Background: an optimization exercise with open tools, aiming at small area and a short achievable clock period. Do not read the settings as production practice. Function not checked in this run: the RTL went through the layout flow alone.

File: flow/run.sh
#!/bin/bash
# synth_recipe.tcl (not shown) runs the flow's synth.tcl, then flattens the netlist and writes it again
# the make line also repeats each setting of config.mk as NAME=value (left out here)
make -C /OpenROAD-flow-scripts/flow DESIGN_CONFIG=/design/flow/config.mk WORK_HOME=/design/flow/orfs CLKGATE_MAP_FILE= SYNTH_SCRIPT=/design/flow/synth_recipe.tcl finish
File: flow/config.mk
export PLATFORM = sky130hd
export DESIGN_NAME = sgbm_aggr_right_left
export DESIGN_NICKNAME = sgbm_aggr_right_left
export VERILOG_FILES = /design/flow/design.v
export SDC_FILE = /design/flow/constraint.sdc
export NUM_CORES = 8
export LEC_CHECK = 0
export CAP_MARGIN = 35
export CORE_AREA = 5 5 1095 1095
export DIE_AREA = 0 0 1100 1100
export SLEW_MARGIN = 35
File: flow/constraint.sdc
create_clock -name core_clock -period 33.0 [get_ports {clk}]
set_input_delay 6.6000 -clock core_clock [delete_from_list [all_inputs] [get_ports {clk}]]
set_output_delay 6.6000 -clock core_clock [all_outputs]
set_load 0.01 [all_outputs]
File: flow/design.v
`timescale 1ns / 1ns  
`default_nettype none
`timescale 1ns / 1ns  
`default_nettype none
module sgbm_lt12
(
    input  wire [11:0] a,
    input  wire [11:0] b,
    output wire        lt
);
reg [15:0] l, g;
integer i, s;
always @(*) begin
    l = 16'b0;
    g = 16'b0;
    for (i = 0; i < 12; i = i + 1) begin
        l[i] = ~a[i] & b[i];
        g[i] = a[i] & ~b[i];
    end
    for (s = 1; s < 16; s = s * 2)
        for (i = 0; i + s < 16; i = i + 2 * s) begin
            l[i] = l[i+s] | (~g[i+s] & l[i]);
            g[i] = g[i+s] | (~l[i+s] & g[i]);
        end
end
assign lt = l[0];
endmodule
module sgbm_min2
(
    input  wire [11:0] a,
    input  wire [11:0] b,
    input  wire        vb,
    output wire [11:0] y
);
wire lt;
sgbm_lt12 u_lt (.a(b), .b(a), .lt(lt));
assign y = (vb & lt) ? b : a;
endmodule
module sgbm_min4
(
    input  wire [11:0] x0,
    input  wire [11:0] x1,
    input  wire [11:0] x2,
    input  wire [11:0] x3,
    input  wire        v1,
    input  wire        v2,
    input  wire        v3,
    output wire [11:0] y
);
wire l01, l02, l03, l12, l13, l23;
sgbm_lt12 u01 (.a(x1), .b(x0), .lt(l01));
sgbm_lt12 u02 (.a(x2), .b(x0), .lt(l02));
sgbm_lt12 u03 (.a(x3), .b(x0), .lt(l03));
sgbm_lt12 u12 (.a(x2), .b(x1), .lt(l12));
sgbm_lt12 u13 (.a(x3), .b(x1), .lt(l13));
sgbm_lt12 u23 (.a(x3), .b(x2), .lt(l23));
wire c01 = v1 & l01;
wire c02 = v2 & l02;
wire c03 = v3 & l03;
wire c12 = v2 & l12;
wire c13 = v3 & l13;
wire c23 = v3 & l23;
wire s0 = ~c01 & ~c02 & ~c03;
wire s1 = c01 & ~c12 & ~c13;
wire s2 = c02 & c12 & ~c23;
wire s3 = c03 & c13 & c23;
assign y = ({12{s0}} & x0) | ({12{s1}} & x1) | ({12{s2}} & x2) | ({12{s3}} & x3);
endmodule
module sgbm_add12
(
    input  wire [11:0] a,
    input  wire [11:0] b,
    output wire [11:0] s
);
reg [15:0] g, p, gg, pp;
reg [11:0] r;
integer i, l;
always @(*) begin
    g = 16'b0;
    p = 16'b0;
    for (i = 0; i < 12; i = i + 1) begin
        g[i] = a[i] & b[i];
        p[i] = a[i] ^ b[i];
    end
    gg = g;
    pp = p;
    for (l = 0; l < 4; l = l + 1)
        for (i = 0; i < 16; i = i + 1)
            if (i[l]) begin
                gg[i] = gg[i] | (pp[i] & gg[((i >> l) << l) - 1]);
                pp[i] = pp[i] & pp[((i >> l) << l) - 1];
            end
    r[0] = p[0];
    for (i = 1; i < 12; i = i + 1)
        r[i] = p[i] ^ gg[i-1];
end
assign s = r;
endmodule
module sgbm_lane
#(
    parameter EDGE = 0           
)
(
    input  wire [11:0] lp_l,     
    input  wire [11:0] lp_c,     
    input  wire [11:0] lp_r,     
    input  wire        v_r,      
    input  wire [11:0] Dn,       
    input  wire [12:0] K,        
    input  wire [11:0] nD,       
    input  wire        first,
    input  wire [11:0] c,
    output wire [11:0] L
);
function automatic [12:0] add_rc(input [11:0] a, input [11:0] b, input cin);
    reg cy;
    integer i;
    begin
        cy = cin;
        for (i = 0; i < 12; i = i + 1) begin
            add_rc[i] = a[i] ^ b[i] ^ cy;
            cy = (a[i] & b[i]) | (cy & (a[i] ^ b[i]));
        end
        add_rc[12] = cy;
    end
endfunction
function automatic lt_rc12(input [11:0] a, input [11:0] b);
    reg cy;
    integer i;
    begin
        cy = 1'b0;
        for (i = 0; i < 12; i = i + 1)
            cy = (~a[i] & b[i]) | (~(a[i] & ~b[i]) & cy);
        lt_rc12 = cy;
    end
endfunction
function automatic lt_rc14(input [13:0] a, input [13:0] b);
    reg cy;
    integer i;
    begin
        cy = 1'b0;
        for (i = 0; i < 14; i = i + 1)
            cy = (~a[i] & b[i]) | (~(a[i] & ~b[i]) & cy);
        lt_rc14 = cy;
    end
endfunction
wire [11:0] mbc;
wire        has_n;
generate
    if (EDGE == 1) begin : g_first
        assign mbc   = lp_r;
        assign has_n = v_r;
    end else if (EDGE == 2) begin : g_last
        assign mbc   = lp_l;
        assign has_n = 1'b1;
    end else begin : g_inner
        wire take_r = v_r & lt_rc12(lp_r, lp_l);
        assign mbc   = take_r ? lp_r : lp_l;
        assign has_n = 1'b1;
    end
endgenerate
wire [12:0] us = add_rc(lp_c, Dn, 1'b1);
wire [12:0] u  = {~us[12], us[11:0]};
wire [12:0] vs = add_rc(mbc, K[11:0], 1'b0);
wire [13:0] vn = {K[12] & ~vs[12], K[12] ^ vs[12], vs[11:0]};
wire        u_lt_v = ~has_n | lt_rc14({~u[12], u[12], u[11:0]}, {~vn[13], vn[12:0]});
wire        take_u = ~first & u_lt_v & u[12];
wire        take_v = ~first & ~u_lt_v & vn[13];
wire [11:0] t      = ({12{take_u}} & u[11:0]) | ({12{take_v}} & vn[11:0]) | ({12{first}} & nD);
sgbm_add12 u_add (.a(c), .b(t), .s(L));
endmodule
module sgbm_aggr_right_left
(
    input wire                           clk,
    input wire                           rst,
    input wire [128*12-1:0]   i_cost,
    input wire                           i_cost_valid,
    input wire  [8-1:0]        i_min_disp,
    input wire  [8-1:0]        i_max_disp,
    input wire                           i_rst_aggr,
    input wire  [12-1:0]         i_P1,
    input wire  [12-1:0]         i_P2,
    output wire [128*12-1:0]   o_cost,
    output wire                          o_valid,
    output reg                           o_aggr_done
);
localparam D = 128;
localparam W = 12;
assign o_valid = i_cost_valid;
reg  [0:D-1][W-1:0]    Lp;
reg  [W-1:0]           m_r;
reg  [W-1:0]           P1_r;
reg  [W-1:0]           P2_r;
reg  [8-1:0] R_r;
reg                    cost_valid_d1;
wire [0:D-1][W-1:0]    cost_w;
assign cost_w = i_cost;
wire                   first = ~cost_valid_d1;
wire [W-1:0]           Delta = m_r + P2_r;
wire [W-1:0]           Dn    = ~Delta;
wire [W:0]             K     = {1'b0, P1_r} - {1'b0, Delta};
wire [W-1:0]           nD    = {W{1'b0}} - Delta;
wire [D:0]             lv;
wire [0:D-1][W-1:0]    L;
assign lv[D] = 1'b0;
genvar d, n;
generate
    for (d = 0; d < D; d = d + 1) begin : g_lane
        assign lv[d] = (d < R_r);
        sgbm_lane #(.EDGE(d == 0 ? 1 : (d == D-1 ? 2 : 0))) u_lane (
            .lp_l (Lp[d == 0 ? 0 : d-1]),
            .lp_c (Lp[d]),
            .lp_r (Lp[d == D-1 ? D-1 : d+1]),
            .v_r  (lv[d+1]),
            .Dn   (Dn),
            .K    (K),
            .nD   (nD),
            .first(first),
            .c    (cost_w[d]),
            .L    (L[d])
        );
    end
endgenerate
wire [0:63][W-1:0] t1;
wire [0:15][W-1:0] t2;
wire [0:3][W-1:0]  t3;
wire [W-1:0]       minL;
generate
    for (n = 0; n < 64; n = n + 1) begin : g_t1
        sgbm_min2 u_m (.a(L[2*n]), .b(L[2*n+1]), .vb(lv[2*n+1]), .y(t1[n]));
    end
    for (n = 0; n < 16; n = n + 1) begin : g_t2
        sgbm_min4 u_m (.x0(t1[4*n]), .x1(t1[4*n+1]), .x2(t1[4*n+2]), .x3(t1[4*n+3]),
                       .v1(lv[8*n+2]), .v2(lv[8*n+4]), .v3(lv[8*n+6]), .y(t2[n]));
    end
    for (n = 0; n < 4; n = n + 1) begin : g_t3
        sgbm_min4 u_m (.x0(t2[4*n]), .x1(t2[4*n+1]), .x2(t2[4*n+2]), .x3(t2[4*n+3]),
                       .v1(lv[32*n+8]), .v2(lv[32*n+16]), .v3(lv[32*n+24]), .y(t3[n]));
    end
endgenerate
sgbm_min4 u_root (.x0(t3[0]), .x1(t3[1]), .x2(t3[2]), .x3(t3[3]),
                  .v1(lv[32]), .v2(lv[64]), .v3(lv[96]), .y(minL));
assign o_cost = L;
always @(posedge clk) begin
    Lp            <= L;
    m_r           <= i_cost_valid ? minL : {W{1'b0}};
    P1_r          <= i_P1;
    P2_r          <= i_P2;
    R_r           <= i_max_disp - i_min_disp;
    cost_valid_d1 <= i_cost_valid;
end
always @(posedge clk) begin
    if (rst) begin
        o_aggr_done      <= 1;
    end
    else if (i_rst_aggr) begin
        o_aggr_done      <= 0;
    end
    else if (i_cost_valid==0&&cost_valid_d1==1) begin
        o_aggr_done      <= 1;
    end
end
endmodule
==> run summary <==
[path summary, 6_finish.rpt]
path | startpoint | endpoint | slack [ns] | depth (start not counted)
worst max-delay path | Lp[456]$_DFF_P_ | m_r[8]$_SDFF_PN0_ | 7.67 | 82
worst min register to register | o_aggr_done$_SDFFE_PP1P_ | o_aggr_done$_SDFFE_PP1P_ | 0.57 | 2
worst max register to register | Lp[456]$_DFF_P_ | m_r[8]$_SDFF_PN0_ | 7.67 | 82
worst min-delay path | o_aggr_done$_SDFFE_PP1P_ | o_aggr_done$_SDFFE_PP1P_ | 0.57 | 2
[sequential cells by signal, indices dropped and copies added, names as in the netlist]
name           count
P1_r              12
cost_valid_d1      1
Lp              1536
o_aggr_done        1
P2_r              12
m_r               12
R_r                8
[layout make-up]
cell class	instances	area, um2
antenna	715	1790
clock buffer	335	7550
clock inverter	145	1810
fill	127206	819000
inverter	3899	14700
multi-input combinational	30060	248000
sequential	1582	31700
tap	15678	19600
timing repair buffer	4477	41800
[synthesized netlist by cell type, types with 120 or more instances]
master / instances / share of area
nor2b_1: 249 / 0.0053
nor2_1: 1852 / 0.024
a31oi_1: 425 / 0.0090
a222oi_1: 159 / 0.0054
o22ai_1: 599 / 0.013
ha_1: 1695 / 0.072
mux2_2: 216 / 0.0082
a2111oi_0: 120 / 0.0036
nand2b_1: 371 / 0.0079
nor4_1: 137 / 0.0029
xor2_1: 406 / 0.012
clkbuf_1: 809 / 0.010
nand2_1: 3418 / 0.043
dfxtp_1: 1582 / 0.11
inv_1: 3884 / 0.049
or3_1: 158 / 0.0033
a221o_1: 208 / 0.0071
o21ai_0: 4190 / 0.071
a21oi_1: 2899 / 0.049
a211o_1: 207 / 0.0061
nand3_1: 545 / 0.0092
o211ai_1: 819 / 0.021
a211oi_1: 486 / 0.012
or2_2: 165 / 0.0035
fa_1: 3331 / 0.23
xnor2_1: 409 / 0.012
o21ai_1: 142 / 0.0024
a221oi_1: 179 / 0.0053
o31ai_1: 296 / 0.0075
o21a_1: 294 / 0.0075
a21o_1: 466 / 0.012
maj3_1: 1318 / 0.045
and3_1: 173 / 0.0037
nor3_1: 555 / 0.0094
and2_1: 215 / 0.0046
a22oi_1: 341 / 0.0087
mux2i_1: 421 / 0.014
o221ai_1: 310 / 0.0092
[layout by cell type, fill, tap and decap left out, types with 367 or more instances in the layout]
cell type        count
inv_1             3872
nand2_1           3400
nor2_1            1824
a21o_1             464
nor3_1             539
a21oi_1           2837
a31oi_1            420
a211oi_1           466
mux2i_1            367
fa_1              3324
clkdlybuf4s50_1   3040
diode_2            715
nand3_1            542
nand2b_1           369
dfxtp_1           1571
maj3_1            1318
o211ai_1           819
o22ai_1            598
ha_1              1692
o21ai_0           4093
buf_4             1305
[worst reg2reg max path, delay by kind of cell (launching register included)]
family                   cells  cell delay, ns
flip-flops                   1            0.44
AO/OA/AOI/OAI               41           11.29
adder cells (fa/ha/maj)     21            7.80
buffers and inverters        5            1.38
AND/OR/NAND/NOR             13            3.09
multiplexers                 1            0.92
XOR/XNOR                     1            0.24
[cell families after synthesis]
family          count (synthesis)
compound gates              13839
xor+xnor                      818
fa+ha+maj                    6377
buf+inv                      4955
flops                        1582
mux                           677
simple gates                 8349
[metal layers]
metal,part of all wire,up-vias,track usage
li1,-,142058,-
met1,0.35,176627,0.472
met2,0.39,29474,0.571
met3,0.14,8107,0.189
met4,0.12,312,0.408
met5,0.00091,-,0.00523
==> summary.md <==
| Metric | Value |
|---|---|
| Status | `complete, no violations` |
| Synth warn | `6` |
| Main combinational cell family by area after synthesis | `adder cells` |
| Prevailing post-synth register cell | `dfxtp_1` |
| Pre-CTS WS | `8.39 ns` |
| Pre-antenna DRT Iters | `10` |
| GRT Util Overall | `0.417` |
| Via count | `357k` |
| Die Wd | `1100 um` |
| Max-slew violations | `0` |
| I/O pin total | `3118` |
| Critical-path maximum fanout | `24` |
| Post-synth ARST share | `0` |
| Post-route antenna net violation count | `0` |
| CTS resizes | `0` |
| Crit-path slowest cell | `o21ai_0` |
| Min-Delay Path Class | `reg -> reg` |
| DRT iter0 DRCs | `54.9k` |
| CTS tree | `built` |
| CP Data Required Time | `33.96 ns` |
| Post-synthesis simple-gate area fraction | `0.130` |
| Final hold violation count | `0` |
| Fin util | `0.309` |
| Sequential area share after synthesis | `0.107` |
| First-pass GRT wire length | `3350000 um` |
| Gr ovfl total | `0` |
| Least-Margin Pin Slew | `1.15 ns` |
| Area delta synth->final | `24.2%` |
| Crit path max-delay family | `compound AO/OA/AOI/OAI gates` |
| Routed WL | `2650000 um` |
| Min Tclk post-route | `25.33 ns` |
| # rows | `400` |
| Port bufs | `3117` |
| MaxCap Viol Count | `0` |
| H-tree depth | `5` |
| Vias in the first global route | `322k` |
| Avg Synthesized Cell Area | `8.07 um2` |
| RSZ-0062 raised after global routing | `false` |
| CTS buffer count | `272` |
| Final setup fails | `0` |
| Post-synth EDFFs | `0` |
| Seq cells post-synth | `1582` |
| Cell area after synthesis | `295000 um2` |
| Antenna violations before repair | `718` |
| CP Launch Type | `register` |
| WP data arrival | `26.29 ns` |
| Post-CTS setup buffers | `0` |
| Largest net degree at the start of global routing | `48` |
| Post-synthesis net count | `43.2k` |
| Hold Worst Slack | `0.565 ns` |
| Critical Path End Type | `register` |
| Max stage delay on crit path | `0.93 ns` |
| Die area | `1210000 um2` |
| Slew HR | `0.231` |
| Multiplexer share of the synthesized area | `0.0244` |
| Post-synthesis xor/xnor area fraction | `0.0244` |
| Complex-gate fraction of the synthesized area | `0.305` |
| Routability cong. | `1.16` |
| HPWL after detailed placement | `2250000 um` |
| Layout cells sized above 1 | `0.0791` |
| Final net count | `46.9k` |
| Post-synthesis adder-cell area fraction | `0.344` |
| DRC viols | `0` |
| Die H | `1100 um` |
| Worst-path clk slew | `0.06 ns` |
| Num Clock Sinks | `1582` |
| Clock Tree Root | `clkbuf_16` |
| Non-filler instance count after layout | `56.9k` |
| Core area | `1190000 um2` |
| Final worst slack | `7.67 ns` |
| Cell mode on critical path | `fa_1` |
| Placed insts | `55.7k` |
| Worst setup path class | `reg -> reg` |
| Buf/Inv on CP | `5` |
| Skew final | `0.108 ns` |
| Synth Instances | `36.6k` |
| TNS Setup | `0 ns` |
| Worst skew pair latency | `1.11 ns` |
| Placement Cell Area | `355000 um2` |
| Hold_buf cts | `0` |
| Distinct cells, synth | `159` |
| WL/cell | `46.6 um` |
| Clk buf depth | `5` |
| Fmax achieved | `39.5 MHz` |
| Starting density of the core | `0.249` |
| Via density | `6.27` |
| Fin area | `367000 um2` |
| Final period utilization | `0.768` |

what the ideal ports hide:
The results above use ideal ports. As a check the final layout listed here was re-extracted and re-timed, cells and wires unchanged.
Step 1, drivers: a clkbuf_16 drives clk and a buf_2 each remaining input, both assumed.
Step 2 adds t to the input delays and takes it off the output delays; t is the mean of the earliest and latest rising clock arrival at the registers after step 1. Input paths then give back, and output paths get back, about the clock's delay inside the block.
a / b / c = ideal / step 1 / step 2; a / b = the first two.
t (ns): 1.239
slack for setup (ns): 7.669 / 7.669 / 7.669
worst setup path at the end: register to register
clock arrival spread, ns: 0.112 / 0.112
slew at the worst register clock pin (ns): 0.08 / 0.08
After both steps this run still meets setup and hold. The setup slack of this run moves by 0.000 ns with the drivers and by 0.000 ns with both steps.
